Context: an optimization exercise on an open-source flow, tuned for small area, a short achievable clock period and few clock cycles. The choices shown serve that exercise and are no tape-out recipe. Only the layout flow was run in this run; the RTL was not checked for function there. Power is estimated from default activity; no workload was simulated.

File: design.v
`timescale 1ns/1ps
module aoi222(a0, s0, a1, s1, a2, s2, y);
	input a0, s0, a1, s1, a2, s2;
	output y;
	assign y = ~((a0 & s0) | (a1 & s1) | (a2 & s2));
endmodule
module nand2c(a, b, y);
	input a, b;
	output y;
	assign y = ~(a & b);
endmodule
module or_nand11(y, z);
	input [10:0] y;
	output z;
	assign z = ~(y[0] & y[1] & y[2] & y[3]) | ~(y[4] & y[5] & y[6] & y[7]) | ~(y[8] & y[9] & y[10]);
endmodule
module rdport(q, sel, d);
	input [31*32-1:0] q;     
	input [31:1] sel;        
	output [31:0] d;
	genvar b, g;
	generate
	for (b = 0; b < 32; b = b + 1)
	begin : bt
		wire [10:0] y;
		for (g = 0; g < 10; g = g + 1)
		begin : grp
			aoi222 u(.a0(q[32*(3*g) + b]),   .s0(sel[3*g+1]),
			         .a1(q[32*(3*g+1) + b]), .s1(sel[3*g+2]),
			         .a2(q[32*(3*g+2) + b]), .s2(sel[3*g+3]), .y(y[g]));
		end
		nand2c u31(.a(q[32*30 + b]), .b(sel[31]), .y(y[10]));
		or_nand11 o(.y(y), .z(d[b]));
	end
	endgenerate
endmodule
module RegFile(clk, clr, we, wa, wd, ra1, ra2, rd1, rd2);
	input clk, clr, we;
	input [4:0] wa, ra1, ra2;
	input [31:0] wd;
	output [31:0] rd1, rd2;
	wire [31*32-1:0] q;
	wire [31:1] s1, s2;
	genvar i;
	generate
	for (i = 1; i < 32; i = i + 1)
	begin : gpr
		reg [31:0] r;
		always @(posedge clk)
			if (clr | (we & (wa == i)))
				r <= wd;
		assign q[32*(i-1) +: 32] = r;
		assign s1[i] = (ra1 == i);
		assign s2[i] = (ra2 == i);
	end
	endgenerate
	rdport p1(.q(q), .sel(s1), .d(rd1));
	rdport p2(.q(q), .sel(s2), .d(rd2));
endmodule
`timescale 1ns/1ps
module addc32(a, b, ci, s);
	input  [31:0] a, b;
	input         ci;
	output [31:0] s;
	wire   [32:0] t = {a, 1'b1} + {b, ci};
	assign s = t[32:1];
endmodule
module add32(a, b, s);
	input  [31:0] a, b;
	output [31:0] s;
	assign s = a + b;
endmodule
module sel32(s, x, y, r);
	input         s;
	input  [31:0] x, y;
	output [31:0] r;
	assign r = s ? x : y;
endmodule
module inc32(a, s);
	input  [31:0] a;
	output [31:0] s;
	assign s = a + 32'd1;
endmodule
module add10(a, b, s);
	input  [9:0] a, b;
	output [9:0] s;
	assign s = a + b;
endmodule
module inc10(a, s);
	input  [9:0] a;
	output [9:0] s;
	assign s = a + 10'd1;
endmodule
module eq32(a, b, eq);
	input  [31:0] a, b;
	output        eq;
	assign eq = (a == b);
endmodule
`timescale 1ns/1ps
module RISC(clk, rst, imem_addr, imem_rdata, dmem_addr, dmem_wdata, dmem_we, dmem_rdata);
	input clk, rst;
	output [31:0] imem_addr;
	input  [31:0] imem_rdata;
	output [31:0] dmem_addr;
	output [31:0] dmem_wdata;
	output        dmem_we;
	input  [31:0] dmem_rdata;
	localparam [6:0] OP_LOAD = 7'b0000011, OP_STORE = 7'b0100011, OP_R = 7'b0110011,
	                 OP_I = 7'b0010011, OP_B = 7'b1100011, OP_J = 7'b1101111;
	reg  [9:0]  fpc;           
	reg         e_valid;       
	reg  [31:0] e_pcn;         
	reg  [9:0]  e_btgt;        
	reg  [31:0] e_a, e_b;      
	reg  [24:0] e_ins;         
	reg         e_load, e_store, e_br, e_jal, e_wr, e_pt, e_imm;
	reg         e_sub, e_slt, e_xor, e_or, e_and;
	reg         e_fa, e_fb;    
	reg  [31:0] m_res;         
	reg  [31:0] m_sd;          
	reg  [4:0]  m_rd;
	reg         m_we, m_wr, m_load;
	wire [31:0] ins = imem_rdata;
	wire [6:0]  f_op  = ins[6:0];
	wire [4:0]  f_rd  = ins[11:7];
	wire [2:0]  f_f3  = ins[14:12];
	wire [4:0]  f_rs1 = ins[19:15];
	wire [4:0]  f_rs2 = ins[24:20];
	wire f_load  = (f_op == OP_LOAD);
	wire f_store = (f_op == OP_STORE);
	wire f_r     = (f_op == OP_R);
	wire f_i     = (f_op == OP_I);
	wire f_br    = (f_op == OP_B);
	wire f_jal   = (f_op == OP_J);
	wire f_use1  = f_load | f_store | f_r | f_i | f_br;
	wire f_use2  = f_store | f_r | f_br;
	wire f_wr    = (f_load | f_r | f_i | f_jal) & (f_rd != 5'd0);
	wire f_pt    = f_jal | (f_br & (f_rs1 == f_rs2));    
	wire f_alu   = f_r | f_i;
	wire [4:0]  e_rd = e_ins[4:0];
	wire        e_w  = e_valid & e_wr;                   
	wire stall = e_valid & e_load & e_wr &
	             ((f_use1 & (f_rs1 == e_rd)) | (f_use2 & (f_rs2 == e_rd)));
	wire        e_mis;
	wire [9:0] fpc_seq, fpc_jal, fpc_br;
	inc10 u_fseq(.a(fpc), .s(fpc_seq));
	add10 u_fjal(.a(fpc), .b({ins[29:21], 1'b0}), .s(fpc_jal));
	add10 u_fbr (.a(fpc), .b({ins[29:25], ins[11:8], 1'b1}), .s(fpc_br));
	always @(posedge clk or posedge rst)
		if (rst)
			fpc <= 10'd0;
		else if (e_mis)
			fpc <= e_btgt;
		else if (!stall)
			fpc <= f_jal ? fpc_jal : (f_pt ? fpc_br : fpc_seq);
	assign imem_addr = {22'd0, fpc};
	wire [31:0] m_wd = m_load ? dmem_rdata : m_res;
	wire [31:0] rf1, rf2;
	reg rf_clr;
	always @(posedge clk or posedge rst)
		if (rst)
			rf_clr <= 1'b1;
		else
			rf_clr <= 1'b0;
	RegFile regFile(.clk(clk), .clr(rf_clr), .we(m_wr), .wa(m_rd), .wd(m_wd),
	                .ra1(f_rs1), .ra2(f_rs2), .rd1(rf1), .rd2(rf2));
	wire [31:0] f_a = (m_wr & (m_rd == f_rs1)) ? m_wd : rf1;
	wire [31:0] f_b = (m_wr & (m_rd == f_rs2)) ? m_wd : rf2;
	always @(posedge clk or posedge rst)
		if (rst)
			e_valid <= 1'b0;
		else
			e_valid <= ~e_mis & ~stall;
	always @(posedge clk)
	begin
		e_a     <= f_a;
		e_b     <= f_b;
		e_ins   <= ins[31:7];
		e_btgt  <= fpc_br;
		e_load  <= f_load;
		e_store <= f_store;
		e_br    <= f_br;
		e_jal   <= f_jal;
		e_wr    <= f_wr;
		e_pt    <= f_pt;
		e_imm   <= f_i | f_load | f_store;
		e_sub   <= (f_r & (f_f3 == 3'b000) & ins[30]) | (f_alu & (f_f3 == 3'b010));
		e_slt   <= f_alu & (f_f3 == 3'b010);
		e_xor   <= f_alu & (f_f3 == 3'b100);
		e_or    <= f_alu & (f_f3 == 3'b110);
		e_and   <= f_alu & (f_f3 == 3'b111);
		e_fa    <= e_w & (e_rd == f_rs1);
		e_fb    <= e_w & (e_rd == f_rs2);
	end
	wire [31:0] immI = {{20{e_ins[24]}}, e_ins[24:13]};
	wire [31:0] immS = {{20{e_ins[24]}}, e_ins[24:18], e_ins[4:0]};
	wire [31:0] immB = {{20{e_ins[24]}}, e_ins[0], e_ins[23:18], e_ins[4:1], 1'b1};
	wire [31:0] immJ = {{12{e_ins[24]}}, e_ins[12:5], e_ins[13], e_ins[23:14], 1'b0};
	wire [31:0] A   = e_fa ? m_res : e_a;
	wire [31:0] Bv  = e_fb ? m_res : e_b;
	wire [31:0] B   = e_imm ? (e_store ? immS : immI) : Bv;
	wire [31:0] sum;
	wire        eq;
	addc32 u_alu(.a(A), .b(B ^ {32{e_sub}}), .ci(e_sub), .s(sum));
	eq32  u_eq(.a(A), .b(Bv), .eq(eq));
	wire        taken  = e_jal | (e_br & eq);
	wire [31:0] pcn_off, pcn_inc;
	add32 u_pcoff(.a(e_pcn), .b(e_jal ? immJ : immB), .s(pcn_off));
	inc32 u_pcinc(.a(e_pcn), .s(pcn_inc));
	wire [31:0] pcn_next = taken ? pcn_off : pcn_inc;
	assign      e_mis  = e_valid & e_br & ~e_pt & eq;
	wire        e_logic = e_jal | e_xor | e_or | e_and;
	wire [31:0] lres = e_jal ? e_pcn :
	                   e_xor ? (A ^ B) :
	                   e_or  ? (A | B) : (A & B);
	wire [31:0] ares = e_slt ? {31'd0, sum[31]} : sum;
	wire [31:0] res;
	sel32 u_res(.s(e_logic), .x(lres), .y(ares), .r(res));
	always @(posedge clk or posedge rst)
		if (rst)
			e_pcn <= 32'd1;
		else if (e_valid)
			e_pcn <= pcn_next;
	always @(posedge clk or posedge rst)
		if (rst)
		begin
			m_res  <= 32'd0;       
			m_we   <= 1'b0;
			m_wr   <= 1'b0;
			m_load <= 1'b0;
		end
		else
		begin
			m_res  <= res;
			m_we   <= e_valid & e_store;
			m_wr   <= e_w;
			m_load <= e_load;
		end
	always @(posedge clk)
	begin
		m_sd <= Bv;
		m_rd <= e_rd;
	end
	assign dmem_addr  = m_res;
	assign dmem_wdata = m_sd;
	assign dmem_we    = m_we;
endmodule
File: flow/run.sh
#!/bin/bash
# Layout flow: the standard synthesis, then the standard ORFS steps with
# timing repair aimed below the clock period (SETUP_SLACK_MARGIN, in ns) and
# plain buffers on the ports, and the standard.sh to write out/final.def.
# Each tool's output goes to a log file here; ORFS's per-step logs are under
# orfs/logs.
set -euo pipefail
MARGIN=$(cat flow/margin.txt)
bash standard.sh synth > synth_standard.log 2>&1
make -C "$FLOW_HOME" DESIGN_CONFIG="$FLOW_CONFIG" WORK_HOME="$PWD/orfs" \
  CLKGATE_MAP_FILE= SYNTH_SCRIPT="$PWD/synth_recipe.tcl" \
  SETUP_SLACK_MARGIN="$MARGIN" \
  BUFFER_PORTS_ARGS="-buffer_cell sky130_fd_sc_hd__buf_2" \
  finish > make_finish.log 2>&1
bash standard.sh finish > write_def.log 2>&1
File: flow/margin.txt
7.5
File: standard.sh
#!/bin/bash
# synth_recipe.tcl (not shown) runs the flow's synth.tcl, then flattens the netlist and writes it again
# the make line also repeats each setting of config.mk as NAME=value (left out here)
make -C /OpenROAD-flow-scripts/flow DESIGN_CONFIG=/design/flow/config.mk WORK_HOME=/design/flow/orfs CLKGATE_MAP_FILE= SYNTH_SCRIPT=/design/flow/synth_recipe.tcl "${@:-finish}"
File: config.mk
export PLATFORM = sky130hd
export DESIGN_NAME = RISC
export DESIGN_NICKNAME = RISC
export VERILOG_FILES = /design/flow/design.v
export SDC_FILE = /design/flow/constraint.sdc
export NUM_CORES = 8
export LEC_CHECK = 0
export CAP_MARGIN = 20
export CORE_MARGIN = 2
export CORE_UTILIZATION = 40
export CTS_CLUSTER_DIAMETER = 80
export CTS_CLUSTER_SIZE = 25
export SETUP_SLACK_MARGIN = 1.0
export SLEW_MARGIN = 20
export SYNTH_HIERARCHICAL = 1
File: constraint.sdc
create_clock -name core_clock -period 11.0 [get_ports {clk}]
set_input_delay 2.2000 -clock core_clock [delete_from_list [all_inputs] [get_ports {clk}]]
set_output_delay 2.2000 -clock core_clock [all_outputs]
set_load 0.01 [all_outputs]
==> run summary <==
final setup skew=0.0626 ns; grt ovf=0; GRT Total Usage=32.8%; Mapped Cells=4117; CP required=11.60 ns; clk latency of the worst-skew pair=0.75 ns; Post-CTS Hold Buffers=0; met2 wire length=109000 um; clock slew at reported path FFs=0.10 ns; Max IR drop VDD=0.177 mV; Final GP Congestion=0.968; fin crit period=3.93 ns; Worst setup EP type=flop; synth warn=8; relative slew slack=23.7%; vias in the first global route=42.9k; cell row count=137; via count=47.0k; WP data arrival=4.53 ns; Core Box Area=140000 sq um; antenna violations before repair=23; Core Util, Final=49.5%; syn_area_per_cell=13.7 sq um; Netlist cell types=105; CTS HTree Levels=2; P_leak=25.3 nW; initial DRC count=12.1k; number of port buffers=140; path type of the worst min-delay path=reg2reg; Sink Count=1221; post-synthesis sequential area ratio=61.8%; first-pass GRT wire length=333000 um; WL/cell=37.8 um; largest cells by area after synthesis=edfxtp_1, a222oi_1, dfxtp_1; Synth Flop Type=edfxtp_1; Antenna Nets Post-Route=0; Worst setup SP type=flop; Seq cells post-synth=1221; ratio of cells with drive above 1 in the final layout=24.0%; width of the die=379 um; Synth area leader=edfxtp_1; Die Ht=379 um; synthesized area=56300 sq um; final hold vios=0; RSZ-0062 raised after global routing=yes; area fraction of the dominant cell type after synthesis=53.0%; Setup CP Type=reg2reg; Post-synth EDFFs=992; Ports=163; fin nets=4888; largest net degree at the start of global routing=70; Worst-Margin Slew=1.12 ns; DR top layer=met5; Met1 Wirelength=83000 um; DRT Pass-1 Iters=14; Max Clk Rate=0.254 GHz; final slew viol count=0; overall power=15.7 mW; area grow syn2layout=22.8%; CP max FO=7; Inserted Clock Buffers=60; DRC viols=0; WL final=250000 um; Max clock buf depth=3; post-DP HPWL=133000 um; via/cell ratio=7.10; fillers=11.9k; P per Cell Area=227 nW/um^2; outcome=complete, no violations; Root Buffer=clkbuf_16; metal3 WL=38800 um; Setup TNS=0 ns; Max Cap Viol=0; Starting Density=40.3%; CTS tree=done; Die Area=144000 sq um; final setup fails=0; ys async rst share=6.47%; fin crit share=35.7%
==> what timing repair did <==
action,CTS,global route
endpoints found under the setup margin,250,266
gates resized for setup,534,116
cloned,46,10
setup buffers,230,73
pin swaps,293,188
hold endpoints to repair,0,0
==> report_power, final <==
part           internal (mW)  switching, mW
clock                   1.09           1.58
combinational           1.95           3.01
sequential              7.00           1.02
total                   10.0           5.60
==> metal layers <==
layer  GRT usage [%]  vias up
li1                -    18511
met1            40.4    23009
met2            49.6     4481
met3            11.0      939
met4            20.6       20
met5               0        -
==> layout make-up <==
class / instances / area (sq um) / area share [%]
sequential: 1221 / 34800 / 50.4
clock buffer: 97 / 1670 / 2.42
inverter: 164 / 642 / 0.929
clock inverter: 15 / 228 / 0.330
tap: 1876 / 2350 / 3.40
multi-input combinational: 2621 / 22200 / 32.2
timing repair buffer: 599 / 7050 / 10.2
timing repair inverter: 5 / 35.0 / 0.0507
antenna: 13 / 32.5 / 0.0471
==> cells by family (layout without fill, tap and decap cells) <==
logic type                 after synthesis  in the layout  synth area share (%)
AOI/OAI and AO/OA                     1106           1106                  16.7
xor gates and xnor gates               205            205                  3.19
adders and majority gates              150            150                  3.39
buffers and inverters                  299            880                  2.38
DFF                                   1221           1221                  61.8
muxes                                  204            204                  3.99
other                                    2             38                0.0134
and+or+nand+nor                        930            931                  8.55
==> Yosys stat by module (local to each module, per instance), a selection <==
module,cells inside,copies in the design,area [sq um],flip-flops and latches
nand2c,1,64,3.75,0
addc32,223,1,1680,0
RISC,1271,1,11600,229
inc32,86,1,611,0
add32,236,1,1710,0
or_nand11,4,64,23.8,0
==> path summary, 6_finish.rpt <==
path / slack [ns] / cells past startpoint / to / from
hold / removal: 0.38 / 0 / m_load / e_load
hold reg to reg: 0.38 / 0 / m_load / e_load
setup reg to reg: 7.07 / 16 / m_res[0] / e_fb
max in group asynchronous: 8.06 / 3 / fpc[8] / rst
setup / recovery: 7.07 / 16 / m_res[0] / e_fb
min in group asynchronous: 1.58 / 2 / m_res[22] / rst
==> Yosys cell counts, types with 6 or more instances <==
library cell and number:
and3_1 16, and4_1 9, dfrtp_1 77, or2_2 6
and2_1 12, nand2b_1 14, nand3b_1 6, mux2i_1 133
mux2_2 41, buf_6 7, mux2_4 30, o21ai_0 64
xnor2_1 115, a211oi_1 17, o211ai_1 6, nor4_1 11
o21a_1 6, edfxtp_1 992, inv_1 164, o21bai_1 24
a31oi_1 18, nor2_1 246, buf_4 23, a21o_1 40
nand2_1 160, a222oi_1 640, xor2_1 90, clkbuf_1 58
a21oi_1 202, nand4_1 155, a221o_1 12, or3_1 68
ha_1 146, nor2b_1 37, buf_2 18, nand3_1 124
nor3_1 27, o21ai_1 17, buf_1 24, dfxtp_1 150
==> cells in the final DEF (no fill, tap or decap), types with 39 or more instances in the layout <==
cell type  synthesis  layout
a21oi_1          202     179
a222oi_1         640     640
buf_12             3     101
buf_16             0      39
buf_2             18      98
buf_4             23     239
buf_6              7      94
clkbuf_16          0      67
dfrtp_1           77      43
dfxtp_1          150     141
edfxtp_1         992     992
ha_1             146     117
inv_1            164     157
mux2_4            30      50
mux2i_1          133     119
nand2_1          160     155
nand3_1          124     104
nand4_1          155     155
nor2_1           246     177
nor2_4             0      57
o21ai_0           64      45
or3_1             68      62
xnor2_1          115     114
xor2_1            90      87
==> critical path: stages (launching register included) <==
cell	delay (ns)
dfxtp_4	0.41
buf_12	0.17
buf_12	0.17
mux2_4	0.35
o21ai_2	0.18
xnor2_1	0.15
ha_2	0.34
nand4_1	0.20
nor2_4	0.07
a221oi_2	0.29
nand3_2	0.19
a31o_4	0.29
a21oi_4	0.15
o21ai_2	0.10
xnor2_2	0.21
mux2_4	0.28
mux2_4	0.26
==> flip-flops by register name, summed over array words and instances (netlist names), 5 cells and up <==
register / flops
fpc: 10
m_res: 32
e_a: 32
m_sd: 32
e_ins: 25
regFile.gpr.r: 992
e_b: 32
e_btgt: 10
e_pcn: 32
m_rd: 5
==> metrics by stage <==
step	setup WS [ns]	instance area [sq um]	instances	hold WS (ns)
finish	7.07	69100	6611	0.382
floorplan	7.06	56900	4140	0.332
global placement	5.78	60300	6127	0.362
CTS	7.12	67800	6515	0.375
detailed placement	5.72	60300	6127	0.355
global route	7.03	69100	6599	0.391

## afterwards: timing with drivers on the ports
How much do the figures lean on ideal ports? The routed layout below was timed once more, with nothing changed but the port constraints. Step 1 (the two cells are an assumption about what drives the block):
set clk [get_ports {clk}]
set_driving_cell -lib_cell sky130_fd_sc_hd__clkbuf_16 $clk
set_driving_cell -lib_cell sky130_fd_sc_hd__buf_2 [delete_from_list [all_inputs] $clk]
Step 2 moves the port delays by t, midway between the first and last clock arrival at a register: inputs arrive t later, outputs are due t later. That takes back most of the time a late clock gives input paths. Three values: ideal, step 1, step 2; two values: the first two.
t, ns: 0.809
setup slack, ns: 7.070 / 7.043 / 6.233
hold WS [ns]: 0.382 / 0.382 / 0.382
worst setup path after step 2: input to register
After both steps setup and hold are still met in this run. For this run, drivers alone change the setup slack by -0.027 ns; drivers and shift together by -0.837 ns.
